This design comes from an exercise in tuning for small area, a short achievable clock period and few clock cycles on the open sky130 flow, not from production work.
In this exercise RTL edits were held to simulation tests only and were not proved equivalent to the original.
No activity file was given, so power comes from the tool's default toggle rates.

==> design/flow/config.mk <==
export PLATFORM = sky130hd
export DESIGN_NAME = sw
export DESIGN_NICKNAME = sw
export VERILOG_FILES = /design/flow/design.v
export SDC_FILE = /design/flow/constraint.sdc
export NUM_CORES = 4
export LEC_CHECK = 0
export CAP_MARGIN = 20
export CORE_MARGIN = 2
export CORE_UTILIZATION = 40
export PLACE_DENSITY = 0.6
export SLEW_MARGIN = 20
==> design/flow/constraint.sdc <==
create_clock -name core_clock -period 6.0 [get_ports {clk}]
set_input_delay 1.2000 -clock core_clock [delete_from_list [all_inputs] [get_ports {clk}]]
set_output_delay 1.2000 -clock core_clock [all_outputs]
set_load 0.01 [all_outputs]
==> design/flow/design.v <==
module sw(i0, i1, i2, i3, o0, o1, o2, o3, clk, rst);
  input clk, rst;
  input [9:0] i0, i1, i2, i3;
  output [9:0] o0, o1, o2, o3;
	wire [9:0] co0, co1, co2, co3;  
	wire [3:0] req0, req1, req2, req3;  
	ib ib0(i0, co0, req0, ack0, full0, clk, rst);
	ib ib1(i1, co1, req1, ack1, full1, clk, rst);
	ib ib2(i2, co2, req2, ack2, full2, clk, rst);
	ib ib3(i3, co3, req3, ack3, full3, clk, rst);
	ackor ackor0(ack00, ack10, ack20, ack30, ack0);
	ackor ackor1(ack01, ack11, ack21, ack31, ack1);
	ackor ackor2(ack02, ack12, ack22, ack32, ack2);
	ackor ackor3(ack03, ack13, ack23, ack33, ack3);
	arb arb0(req0[0], req1[0], req2[0], req3[0], ack00, ack01, ack02, ack03, clk, rst);
	arb arb1(req0[1], req1[1], req2[1], req3[1], ack10, ack11, ack12, ack13, clk, rst);
	arb arb2(req0[2], req1[2], req2[2], req3[2], ack20, ack21, ack22, ack23, clk, rst);
	arb arb3(req0[3], req1[3], req2[3], req3[3], ack30, ack31, ack32, ack33, clk, rst);
	cb cb(co0, co1, co2, co3, o0, o1, o2, o3,
		{ack03, ack02, ack01, ack00}, {ack13, ack12, ack11, ack10},
		{ack23, ack22, ack21, ack20}, {ack33, ack32, ack31, ack30});
endmodule
module ib(pkti, pkto, req, ack, full, clk, rst);
  input ack, clk, rst;
  input [9:0] pkti;
  output full;
  output [9:0] pkto;
  output [3:0] req;
	wire [3:0] reqi;
	mkwe mkwe(pkti, we);  
	fifo fifo(pkti, we, full, pkto, re, empty, clk, rst);
	isbm isbm(pkto[9:8], re, empty, reqi, req, ack, clk, rst);
	mkreq mkreq(pkto, reqi, clk, rst);
endmodule
module isbm(cmd, re, empty, reqi, req_out, ack, clk, rst);
  input clk, rst, empty, ack;
  input [1:0] cmd;
  input [3:0] reqi;
  output re;
  reg [3:0] req;
  reg [1:0] mode;
  localparam MODE_WAIT_HEAD = 2'b00;
  localparam MODE_WAIT_ACK = 2'b01;
  localparam MODE_WAIT_TAIL = 2'b10;
  localparam CMD_HEAD = 2'b10;
  localparam CMD_TAIL = 2'b11;
  output [3:0] req_out;
  assign req_out = req;
  assign re = ack;
  always @(posedge clk) begin
    if (rst) begin
      mode <= MODE_WAIT_HEAD;
      req <= 0;
    end else begin
      if (mode == MODE_WAIT_HEAD && !empty && cmd == CMD_HEAD) begin
        mode <= MODE_WAIT_ACK;
        req <= reqi;
      end else if (mode == MODE_WAIT_ACK && ack) begin
        mode <= MODE_WAIT_TAIL;
      end else if (mode == MODE_WAIT_TAIL && !empty && cmd == CMD_TAIL) begin
        mode <= MODE_WAIT_HEAD;
        req <= 0;
      end else begin
      end
    end
  end
endmodule
module fifo(in, we, full, out, re, empty, clk, rst);
  input clk, rst, we, re;
  input [9:0] in;
  output [9:0] out;
  output empty, full;
  reg [4:0] head, tail;
  reg [9:0] buffer [0:16];  
  wire [4:0] next_head;
  wire [4:0] next_tail;
  assign out = empty ? {(9+1){1'b0}} : buffer[head];
  assign next_head = (head + 1) % 17;
  assign next_tail = (tail + 1) % 17;
  assign empty = (head == tail);
  assign full = (next_tail == head);
  integer i;
  always @(posedge clk) begin
    if (rst) begin
      head <= 0;
      tail <= 0;
      for (i = 0; i <= 16; i++) begin
        buffer[i] = 0;
      end
    end else begin
      if (we & !full) begin
        buffer[tail] <= in;
        tail <= next_tail;
      end
      if (re & !empty) begin
        head <= next_head;
      end
    end
  end
endmodule
module mkreq(pkt, req, clk, rst);
  input clk, rst;
  input [9:0] pkt;
  output [3:0] req;
  assign req = pkt[9:8] == 2'b10 ? (1 << pkt[1:0]) : 0;
endmodule
module mkwe (pkt, we);
  input [9:0] pkt;
  output we;
  assign we = pkt[9:8] != 0;
endmodule
module arb (req0, req1, req2, req3, ack0, ack1, ack2, ack3, clk, rst);
  input clk, rst;
  input req0, req1, req2, req3;  
  output ack0, ack1, ack2, ack3;  
  reg [3:0] lead;  
  reg [2:0] ack;  
  wire [3:0] first, second, third, forth;
  wire [3:0] reqs;
  assign first = lead;
  assign second = (lead + 1) % 4;
  assign third = (lead + 2) % 4;
  assign forth = (lead + 3) % 4;
  assign reqs = {req3, req2, req1, req0};
  assign ack0 = (req0 && ack == 1);
  assign ack1 = (req1 && ack == 2);
  assign ack2 = (req2 && ack == 3);
  assign ack3 = (req3 && ack == 4);
  always @(posedge clk) begin
    if (rst) begin
      lead <= 0;
      ack <= 0;
    end else begin
      if (ack != 0) begin
        if ((ack == 1 && !req0) || (ack == 2 && !req1) || (ack == 3 && !req2) || (ack == 4 && !req3)) begin
          ack <= 0;
        end
      end else begin
        if (reqs[first]) begin
          ack <= first + 1;
          lead <= (lead + 1) % 4;
        end else if (reqs[second]) begin
          ack <= second + 1;
          lead <= (lead + 1) % 4;
        end else if (reqs[third]) begin
          ack <= third + 1;
          lead <= (lead + 1) % 4;
        end else if (reqs[forth]) begin
          ack <= forth + 1;
          lead <= (lead + 1) % 4;
        end else begin
        end
      end
    end
  end
endmodule
module cb(i0, i1, i2, i3, o0, o1, o2, o3, d0, d1, d2, d3);
  input [9:0] i0, i1, i2, i3;
  input [3:0] d0, d1, d2, d3;
  output [9:0] o0, o1, o2, o3;
  cbsel cbsel0(i0, i1, i2, i3, o0, d0);
  cbsel cbsel1(i0, i1, i2, i3, o1, d1);
  cbsel cbsel2(i0, i1, i2, i3, o2, d2);
  cbsel cbsel3(i0, i1, i2, i3, o3, d3);
endmodule
module cbsel (in0, in1, in2, in3, out, port);
  input [9:0] in0, in1, in2, in3;
  input [3:0] port;
  output[9:0] out;
  assign out = (port == 4'b0000) ? 0 :
               (port == 4'b0001) ? in0 :
               (port == 4'b0010) ? in1 :
               (port == 4'b0100) ? in2 :
               (port == 4'b1000) ? in3 :
               9'bx;
endmodule
module ackor (ack0, ack1, ack2, ack3, ack);
  input ack0, ack1, ack2, ack3;
  output ack;
  assign ack = ack0 || ack1 || ack2 || ack3;
endmodule
==> design/flow/run.sh <==
#!/bin/bash
# synth_recipe.tcl (not shown) runs the flow's synth.tcl, then flattens the netlist and writes it again
# the make line also repeats each setting of config.mk as NAME=value (left out here)
make -C /OpenROAD-flow-scripts/flow DESIGN_CONFIG=/design/flow/config.mk WORK_HOME=/design/flow/orfs CLKGATE_MAP_FILE= SYNTH_SCRIPT=/design/flow/synth_recipe.tcl finish
==> impl_metrics.json, run 1 <==
{
  "start_util": 0.402,
  "area_delta_synth_final_pct": 13.3,
  "fin_skew_ns": 0.0187,
  "critPathLaunchType": "flop",
  "synthCells": 4331,
  "drc": 0,
  "leakagePower_uw": 0.0234,
  "p_sw_uw": 7150,
  "cts_sinks": 1384,
  "synth.distinct_cells": 108,
  "finalWorstSetupSlack_ns": 0.205,
  "num_rows": 146,
  "r2r_end": "ib1.fifo.buffer[12][5]",
  "postRouteAntennaNets": 0,
  "synth_nets": 4449,
  "worst_pin_slew_ns": 1.07,
  "synth.most_common_cell": "edfxtp_1",
  "hp-start": "ib3.isbm.mode[0]",
  "ir_drop_mv": 0.303,
  "ios": 82,
  "die_w_um": 402,
  "drt_iter0_markers": 4055,
  "detail_route.first_pass.iterations": 7,
  "clkPwrFrac": 0.344,
  "cts_buffers": 146,
  "ys_async_sr_fraction": 0,
  "power.internal_uw": 17500,
  "yosys_warnings": 30,
  "reg2reg_from": "ib1.fifo.tail[1]",
  "timing.final.crit_share": 0.966,
  "portBuffers": 81,
  "clk_latency_ns": 0.78,
  "hold-path-endpoint": "ib3.isbm.mode[0]",
  "antenna_found_initial": 12,
  "coreArea_um2": 158000,
  "clk_root_buffer_cell": "clkbuf_16",
  "routedWlPerCell_um": 24.4,
  "drive_gt1_frac": 0.206,
  "grt_usage": 0.202,
  "rsz0062_at_grt": "yes",
  "wirelength_mm": 163,
  "max-slew-margin-rel": 0.284,
  "grt_max_degree": 58,
  "powerDensity_nw_per_um2": 343,
  "yosysTopAreaCellShare": 0.605,
  "post-dp-hpwl_mm": 109,
  "crit_fanout": 42,
  "place_congestion": 0.869,
  "die_h_um": 402,
  "status": "timing/DRC/antenna clean",
  "synthTopCellsByCount": "edfxtp_1, nor2_1, mux4_2, nand2_1, clkbuf_1",
  "finalHoldViolCount": 0,
  "setup_viol": 0,
  "cpPeakStageDelay_ns": 0.70,
  "fillers": 13700,
  "via_per_inst": 5.64,
  "synth-seq-area-share": 0.638,
  "drv_cap": 0,
  "whs_path_depth": 2,
  "required_ns": 4.80,
  "placed_area_um2": 67400,
  "synth_ff_type": "edfxtp_1",
  "synth_area_leader_cell": "edfxtp_1",
  "synthTopCellsByArea": "edfxtp_1, mux4_2, nor2_1",
  "slew_viol_final": 0,
  "layout_min_cycle_time_ns": 5.80,
  "clockBufferDepth": 3,
  "cts_hold_buf": 0,
  "syn_avg_cell_area_um2": 14.7,
  "grt_pass1_wl_mm": 245,
  "dp_cells": 6416,
  "sequentialPowerShare": 0.465,
  "cp_common_cell": "mux4_2",
  "min_path_type": "flop to flop",
  "ff2ff_path_depth": 16,
  "layout.nets": 4614,
  "fmax_mhz": 173,
  "grt_overflow_total": 0,
  "fin_area_um2": 71900,
  "cts_tree": "yes",
  "stdcell_count": 6680,
  "hold_slack_ns": 0.503,
  "regToRegSetupSlack_ns": 0.50,
  "crit_path_end_kind": "output pin",
  "preCtsSetupSlack_ns": 0.548,
  "syn_area_um2": 63500,
  "vias": 37700,
  "synth_edf_count": 1280,
  "worstSetupPathType": "flop to output pin",
  "htree_levels": 4,
  "crit_arrival_ns": 4.60,
  "grt_pass1_vias": 37700,
  "swShare": 0.290,
  "path_cells": "buf_12 > mux4_2 > mux4_2 > mux2i_1 > nor2_1 > a22oi_1 > o221ai_1 > clkdlybuf4s50_1",
  "power_frac_comb": 0.190,
  "clkTransAtPathRegs_ns": 0.06,
  "cpMaxStageDelayCell": "dfxtp_4",
  "dieArea_um2": 162000,
  "ys_ff_latch": 1384
}
==> critical path: cells and delay by family (launching register included) <==
| kind | cells | cell delay, ns |
|---|---|---|
| muxes | 3 | 1.22 |
| buffers and inverters | 2 | 0.98 |
| DFF | 1 | 0.70 |
| AOI/OAI and AO/OA | 2 | 0.65 |
| and+or+nand+nor | 1 | 0.23 |
==> state kept, by name, summed over array words and instances, names as in the netlist, 5 cells and up, named ones only <==
signal	cells
ib2.fifo.head	5
ib0.fifo.buffer	320
ib0.fifo.head	5
ib3.fifo.head	5
ib2.fifo.tail	5
ib3.fifo.buffer	320
ib1.fifo.head	5
ib1.fifo.tail	5
ib3.fifo.tail	5
ib2.fifo.buffer	320
ib0.fifo.tail	5
ib1.fifo.buffer	320
==> routing by layer <==
| metal | vias up | GRT usage | share of wire |
|---|---|---|---|
| met3 | 207 | 0.0334 | 0.069 |
| met2 | 1305 | 0.316 | 0.47 |
| met4 | 4 | 0.0543 | 0.021 |
| li1 | 16800 | - | - |
| met5 | - | 0 | 0.00014 |
| met1 | 19400 | 0.293 | 0.44 |
==> stage by stage <==
| stage | TNS (ns) | power, uW | utilization |
|---|---|---|---|
| floorplan | 0 | 14800 | - |
| global placement | 0 | 16300 | 0.426 |
| detailed placement | 0 | 16400 | 0.427 |
| CTS | 0 | 24800 | 0.455 |
| global route | -0.0749 | 25700 | 0.455 |
| finish | 0 | 24700 | 0.455 |
==> worst max path at each step <==
stage	start	endpoint	slack, ns	cells past startpoint
after floorplan	ib2.fifo.tail[1]	ib2.fifo.buffer[10][0]	1.05	20
after global placement	ib1.fifo.tail[1]	ib1.fifo.buffer[13][0]	0.64	16
after detailed placement	ib1.fifo.tail[1]	ib1.fifo.buffer[8][1]	0.55	17
after CTS	flop	o1[0]	0.02	8
after global routing	ib1.fifo.tail[1]	ib1.fifo.buffer[13][5]	-0.01	16
final	flop	o1[0]	0.20	8
==> cell families (layout without fill, tap and decap cells) <==
kind of cell | Yosys count | after routing | share of synthesized area
adders and majority gates | 76 | 76 | 0.0150
other | 0 | 4 | 0
AOI/OAI and AO/OA | 421 | 421 | 0.0452
xor gates and xnor gates | 92 | 92 | 0.0142
DFF | 1384 | 1384 | 0.638
muxes | 502 | 502 | 0.159
and+or+nand+nor | 1497 | 1497 | 0.103
buffers and inverters | 359 | 632 | 0.0258
==> cell usage in the layout (no fill, tap or decap), types with 18 or more instances in the layout <==
| cell | synthesis | final |
|---|---|---|
| edfxtp_1 | 1280 | 1280 |
| nor2_1 | 890 | 877 |
| mux4_2 | 402 | 402 |
| nand2_1 | 315 | 315 |
| buf_4 | 27 | 203 |
| clkbuf_16 | 0 | 149 |
| o21ai_0 | 124 | 123 |
| dfxtp_1 | 104 | 96 |
| a21oi_1 | 82 | 82 |
| clkdlybuf4s50_1 | 0 | 78 |
| ha_1 | 76 | 76 |
| inv_1 | 75 | 75 |
| mux2i_1 | 68 | 68 |
| xnor2_1 | 57 | 57 |
| nand3_1 | 40 | 40 |
| clkbuf_1 | 142 | 38 |
| and2_1 | 32 | 32 |
| mux2_2 | 31 | 31 |
| nor3_1 | 32 | 30 |
| xor2_1 | 28 | 28 |
| and3_1 | 25 | 25 |
| clkinv_1 | 1 | 25 |
| nor2b_1 | 24 | 24 |
| a211oi_1 | 24 | 24 |
| nand2b_1 | 23 | 23 |
| clkinv_2 | 0 | 20 |
| a22oi_1 | 19 | 19 |
| nor4_1 | 18 | 18 |
==> layout make-up <==
type / instances / area (um2) / share of cell area
antenna: 4 / 10.0 / 0.000139
clock buffer: 190 / 3910 / 0.0544
clock inverter: 66 / 510 / 0.00710
inverter: 77 / 289 / 0.00402
multi-input combinational: 2588 / 21400 / 0.298
sequential: 1384 / 40500 / 0.564
tap: 2072 / 2590 / 0.0360
timing repair buffer: 299 / 2640 / 0.0366
==> power by group through the flow <==
stage / Sequential, uW / Combinational [uW] / Clock, uW
6_report: 11500 / 4700 / 8500
5_1_grt: 11500 / 5120 / 9030
4_1_cts: 11500 / 4700 / 8650
3_5_place_dp: 11700 / 4670 / 0
3_3_place_gp: 11700 / 4640 / 0
2_1_floorplan: 11500 / 3290 / 0
==> what timing repair did <==
item | CTS | global route
setup endpoints to repair | 3 | 27
resized for setup | 1 | 2
buffers inserted | 1 | 2
Testbench counts, summed over its fixed seeds: cycles 3,679.
==> inputs of run 2 (changes only) <==
==> design/flow/design.v (replaced) <==
module sw(i0, i1, i2, i3, o0, o1, o2, o3, clk, rst);
  input clk, rst;
  input [9:0] i0, i1, i2, i3;
  output [9:0] o0, o1, o2, o3;
  wire [9:0] in [0:3];
  assign in[0] = i0; assign in[1] = i1; assign in[2] = i2; assign in[3] = i3;
  wire [8:0] f [0:3];      
  wire [3:0] av;           
  reg  [3:0] hd;           
  wire [3:0] pop;
  reg  [3:0] busy;         
  reg  [3:0] own [0:3];    
  reg  [3:0] win [0:3];    
  reg  [3:0] pri [0:3];    
  reg  [9:0] ob [0:3];     
  wire [3:0] req [0:3];    
  wire [3:0] sel [0:3];    
  wire [3:0] nwin [0:3];
  genvar i, j;
  generate
    for (i = 0; i < 4; i = i + 1) begin : g_in
      fifo q(.clk(clk), .rst(rst), .din({in[i][9], in[i][7:0]}),
             .dval(in[i][9] | in[i][8]), .pop(pop[i]), .dout(f[i]), .avail(av[i]));
      assign pop[i] = sel[0][i] | sel[1][i] | sel[2][i] | sel[3][i];
    end
    for (j = 0; j < 4; j = j + 1) begin : g_out
      for (i = 0; i < 4; i = i + 1) begin : g_r
        assign req[j][i] = av[i] & hd[i] & (f[i][1:0] == j);
        assign sel[j][i] = av[i] & (busy[j] ? own[j][i] : win[j][i]);
      end
      arb a(.req(req[j]), .pri(pri[j]), .gnt(nwin[j]));
    end
  endgenerate
  function [9:0] pick;
    input [3:0] s;
    input [8:0] f0, f1, f2, f3;
    input [3:0] h;
    begin
      pick = ({10{s[0]}} & {f0[8], ~h[0], f0[7:0]}) |
             ({10{s[1]}} & {f1[8], ~h[1], f1[7:0]}) |
             ({10{s[2]}} & {f2[8], ~h[2], f2[7:0]}) |
             ({10{s[3]}} & {f3[8], ~h[3], f3[7:0]});
    end
  endfunction
  integer k, n;
  always @(posedge clk) begin
    for (k = 0; k < 4; k = k + 1)
      ob[k] <= pick(sel[k], f[0], f[1], f[2], f[3], hd);
    if (rst) begin
      hd <= 4'b1111;
      busy <= 4'b0000;
      for (k = 0; k < 4; k = k + 1) begin
        win[k] <= 4'b0000;
        pri[k] <= 4'b0001;
        ob[k][9:8] <= 2'b00;
      end
    end else begin
      for (n = 0; n < 4; n = n + 1)
        if (pop[n]) hd[n] <= ~hd[n] & f[n][8];
      for (k = 0; k < 4; k = k + 1) begin
        win[k] <= nwin[k];
        if (busy[k]) begin
          if (|(sel[k] & ~hd & {f[3][8], f[2][8], f[1][8], f[0][8]}))
            busy[k] <= 1'b0;
        end else if (|sel[k]) begin
          busy[k] <= 1'b1;
          own[k] <= win[k];
          pri[k] <= {win[k][2:0], win[k][3]};
        end
      end
    end
  end
  assign o0 = ob[0];
  assign o1 = ob[1];
  assign o2 = ob[2];
  assign o3 = ob[3];
endmodule
module fifo(clk, rst, din, dval, pop, dout, avail);
  input clk, rst, dval, pop;
  input [8:0] din;
  output [8:0] dout;
  output avail;
  reg [4:0] rp, wp;
  reg [8:0] mem [0:15];
  wire full = (rp[3:0] == wp[3:0]) && (rp[4] != wp[4]);
  assign avail = (rp != wp);
  assign dout = mem[rp[3:0]];
  integer k;
  always @(posedge clk) begin
    for (k = 0; k < 16; k = k + 1)
      if (!full && wp[3:0] == k) mem[k] <= din;
    if (rst) begin
      rp <= 5'd0;
      wp <= 5'd0;
    end else begin
      if (dval) wp <= wp + 5'd1;
      if (pop) rp <= rp + 5'd1;
    end
  end
endmodule
module arb(req, pri, gnt);
  input [3:0] req, pri;
  output [3:0] gnt;
  wire [7:0] d = {req, req} & ~({req, req} - {4'b0000, pri});
  assign gnt = d[3:0] | d[7:4];
endmodule
==> run 2 against run 1 <==
Against the previous run: still clean; via count down 49%; combinational power fell by 36%; power shrank 45%; global-route usage increased by 1.1 points; synthesized cell count fell by 51%; clock power fell by 44%; wire length is 50% lower; flip-flop and latch count is 672 lower; core utilization is 1.2 points higher; critical path depth up 6; sequential power shrank 49%; critical endpoint is now win[0][2]; highest routed layer unchanged.
==> impl_metrics.json, run 2 <==
{
  "die_h_um": 275,
  "place_congestion": 0.930,
  "synthAdderAreaFrac": 0.0215,
  "wirelength_mm": 81.0,
  "synth_top_family_by_area": "compound AO/OA/AOI/OAI gates",
  "grt_busiest_layer": "met2",
  "vias": 19100,
  "ys_ff_latch": 712,
  "met2_usage": 0.327,
  "ir_drop_mv": 0.253,
  "routedWlPerCell_um": 24.9,
  "portBuffers": 81,
  "cts_setup_buffers": 0,
  "grt_usage": 0.212,
  "drc": 0,
  "clk_latency_ns": 0.62,
  "synthMuxAreaShare": 0.0333,
  "yosys_warnings": 11,
  "postRouteAntennaNets": 0,
  "synthTopCellsByArea": "edfxtp_1, dfxtp_1, a22oi_1",
  "regMostFlops": "g_in.q.mem",
  "antenna_found_initial": 4,
  "cts_buffers": 76,
  "worstSetupPathType": "flop to flop",
  "clkTransAtPathRegs_ns": 0.06,
  "crit_arrival_ns": 4.89,
  "powerDensity_nw_per_um2": 401,
  "synth.distinct_cells": 72,
  "synth_nets": 2226,
  "drv_cap": 0,
  "area_delta_synth_final_pct": 15.9,
  "clk_root_buffer_cell": "clkbuf_16",
  "min_path_type": "flop to flop",
  "layout_min_cycle_time_ns": 4.44,
  "grt_overflow_total": 0,
  "layout.nets": 2318,
  "required_ns": 6.46,
  "setup_viol": 0,
  "finalWorstSetupSlack_ns": 1.56,
  "cts_hold_buf": 0,
  "startpoint": "g_in[0].q.rp[3]",
  "power_uw": 13600,
  "yosys.area_share.simple": 0.0849,
  "grtUsageMet3": 0.0388,
  "synth_xor_area_frac": 0.0143,
  "tns_ns": 0,
  "preCtsSetupSlack_ns": 1.71,
  "grt_use_met1": 0.303,
  "slew_viol_final": 0,
  "critPathLaunchType": "flop",
  "grt_pass1_vias": 18800,
  "regToRegSetupSlack_ns": 1.56,
  "drt_iter0_markers": 2634,
  "synth_compound_gate_area_share": 0.133,
  "cts_sinks": 712,
  "num_rows": 99,
  "die_w_um": 275,
  "synth-seq-area-share": 0.689,
  "worst_pin_slew_ns": 1.14,
  "clockBufferDepth": 3,
  "grt_pass1_wl_mm": 120,
  "timing.final.crit_share": 0.739,
  "synthTopCellsByCount": "edfxtp_1, nor2_1, nand2_1, dfxtp_1, a22oi_1",
  "fin_skew_ns": 0.0291,
  "drive_gt1_frac": 0.122,
  "coreArea_um2": 72700,
  "endpoint": "win[0][2]",
  "synth.most_common_cell": "edfxtp_1",
  "fmax_mhz": 225,
  "ys_async_sr_fraction": 0,
  "fin_util": 0.467,
  "crit_fanout": 38,
  "reg2reg_from": "g_in[0].q.rp[3]",
  "via_per_inst": 5.88,
  "status": "timing/DRC/antenna clean",
  "max-slew-margin-rel": 0.238,
  "grt_max_degree": 65,
  "cts_tree": "yes",
  "diodes": 0,
  "post-dp-hpwl_mm": 52.2,
  "top_regs": "g_in.q.mem (576), ob (40)",
  "yosysTopAreaCellShare": 0.607,
  "ios": 82,
  "synth_area_leader_cell": "edfxtp_1",
  "synthCells": 2136,
  "start_util": 0.403,
  "largest_reg_flops": 576,
  "final_common_cell": "edfxtp_1",
  "detail_route.first_pass.iterations": 7,
  "htree_levels": 3,
  "layout_common_cells": "edfxtp_1, nor2_1, nand2_1",
  "synth_edf_count": 592,
  "synth_ff_type": "edfxtp_1",
  "r2r_end": "win[0][2]",
  "rsz0062_at_grt": "no",
  "crit_path_end_kind": "flop",
  "leakagePower_uw": 0.0111,
  "syn_area_um2": 29300,
  "dieArea_um2": 75400,
  "ff2ff_path_depth": 14,
  "cts.repair.resized": 0,
  "syn_avg_cell_area_um2": 13.7,
  "finalHoldViolCount": 0
}
-- run 2: changes by cell type after synthesis, sizes merged, moves of 40 or more --
cell    previous run  this run
nor2             890       176
edfxtp          1280       592
mux4             402        13
nand2            321       121
buf              139        42
a22oi             19       100
a222oi             0        55
clkbuf           143        91
o21ai            133        93
-- run 2: kinds of logic after synthesis --
family	after synthesis
DFF	712
AOI/OAI and AO/OA	547
and+or+nand+nor	525
buffers and inverters	179
muxes	77
xor gates and xnor gates	48
adders and majority gates	48
-- run 2: worst min-delay path by stage --
stage / start / end / depth (start not counted)
finish: win[2][1] / own[2][1] / 0
global route: win[0][1] / own[0][1] / 0
CTS: win[0][1] / own[0][1] / 0
detailed placement: win[0][1] / own[0][1] / 0
global placement: win[2][1] / own[2][1] / 0
floorplan: win[0][0] / own[0][0] / 0
-- run 2: cell type report --
cell class	instances	area, um2
Multi-Input combinational cell	1245	8480
Inverter	46	173
Tap cell	959	1200
Fill cell	6278	38800
Sequential cell	712	20200
Clock buffer	106	2280
Clock inverter	34	318
Timing Repair Buffer	147	1310
-- run 2: metal layers --
metal,routed length [um],share of wire,up-vias
met3,6030,0.074,134
li1,-,-,8540
met2,37200,0.46,875
met1,35600,0.44,9559
met5,16,0.00020,-
met4,2210,0.027,2
-- run 2: power by group --
group          leakage, uW  switching (uW)  internal (uW)
combinational      0.00340            2010           1010
clock              0.00129            1960           2850
sequential         0.00636             162           5650
-- run 2: stage by stage --
stage                     instance area, um2  cells  hold slack [ns]
after global placement                 31300   3104            0.450
final                                  34000   3249            0.465
after global routing                   34000   3249            0.471
after CTS                              33900   3249            0.459
after floorplan                        29300   2136            0.426
after detailed placement               31300   3109            0.447
-- run 2: worst max-delay path: stages, from the launching register on --
cell and delay, ns:
dfxtp_2 0.85, buf_4 0.36, mux2i_1 0.22, o22ai_1 0.09
a211oi_1 0.24, nand3_1 0.55, or3_1 0.64, and2_1 0.22
fa_1 0.43, nor2b_1 0.12, o21ai_0 0.08, nand2b_1 0.10
inv_1 0.06, a31oi_1 0.21, nor3_1 0.07
Testbench counts of run 2, summed over its fixed seeds: cycles 2,897.

-- port drivers added, routing unchanged --
The results above use ideal ports. As a check the final layouts listed here were re-extracted and re-timed, cells and wires unchanged.
Step 1: set_driving_cell puts a clkbuf_16 on clk and a buf_2 on each other input, an assumption about the parent block.
Step 2 times the ports against the registers' clock, not the clock port: input delays grow and output delays shrink by t, the midpoint of the rising clock arrivals with the driver on.
a / b / c = no drivers / after step 1 / after step 2; a / b = the first two.
| run | t, ns | slack for setup (ns) | worst setup path at the end | worst register clock-pin slew, ns |
|---|---|---|---|---|
| run 1 | 0.849 | 0.205 / 0.126 / 0.495 | register to register | 0.06 / 0.06 |
| run 2 | 0.671 | 1.564 / 1.564 / 1.564 | register to register | 0.06 / 0.06 |
After both steps setup and hold are still met in every run listed.
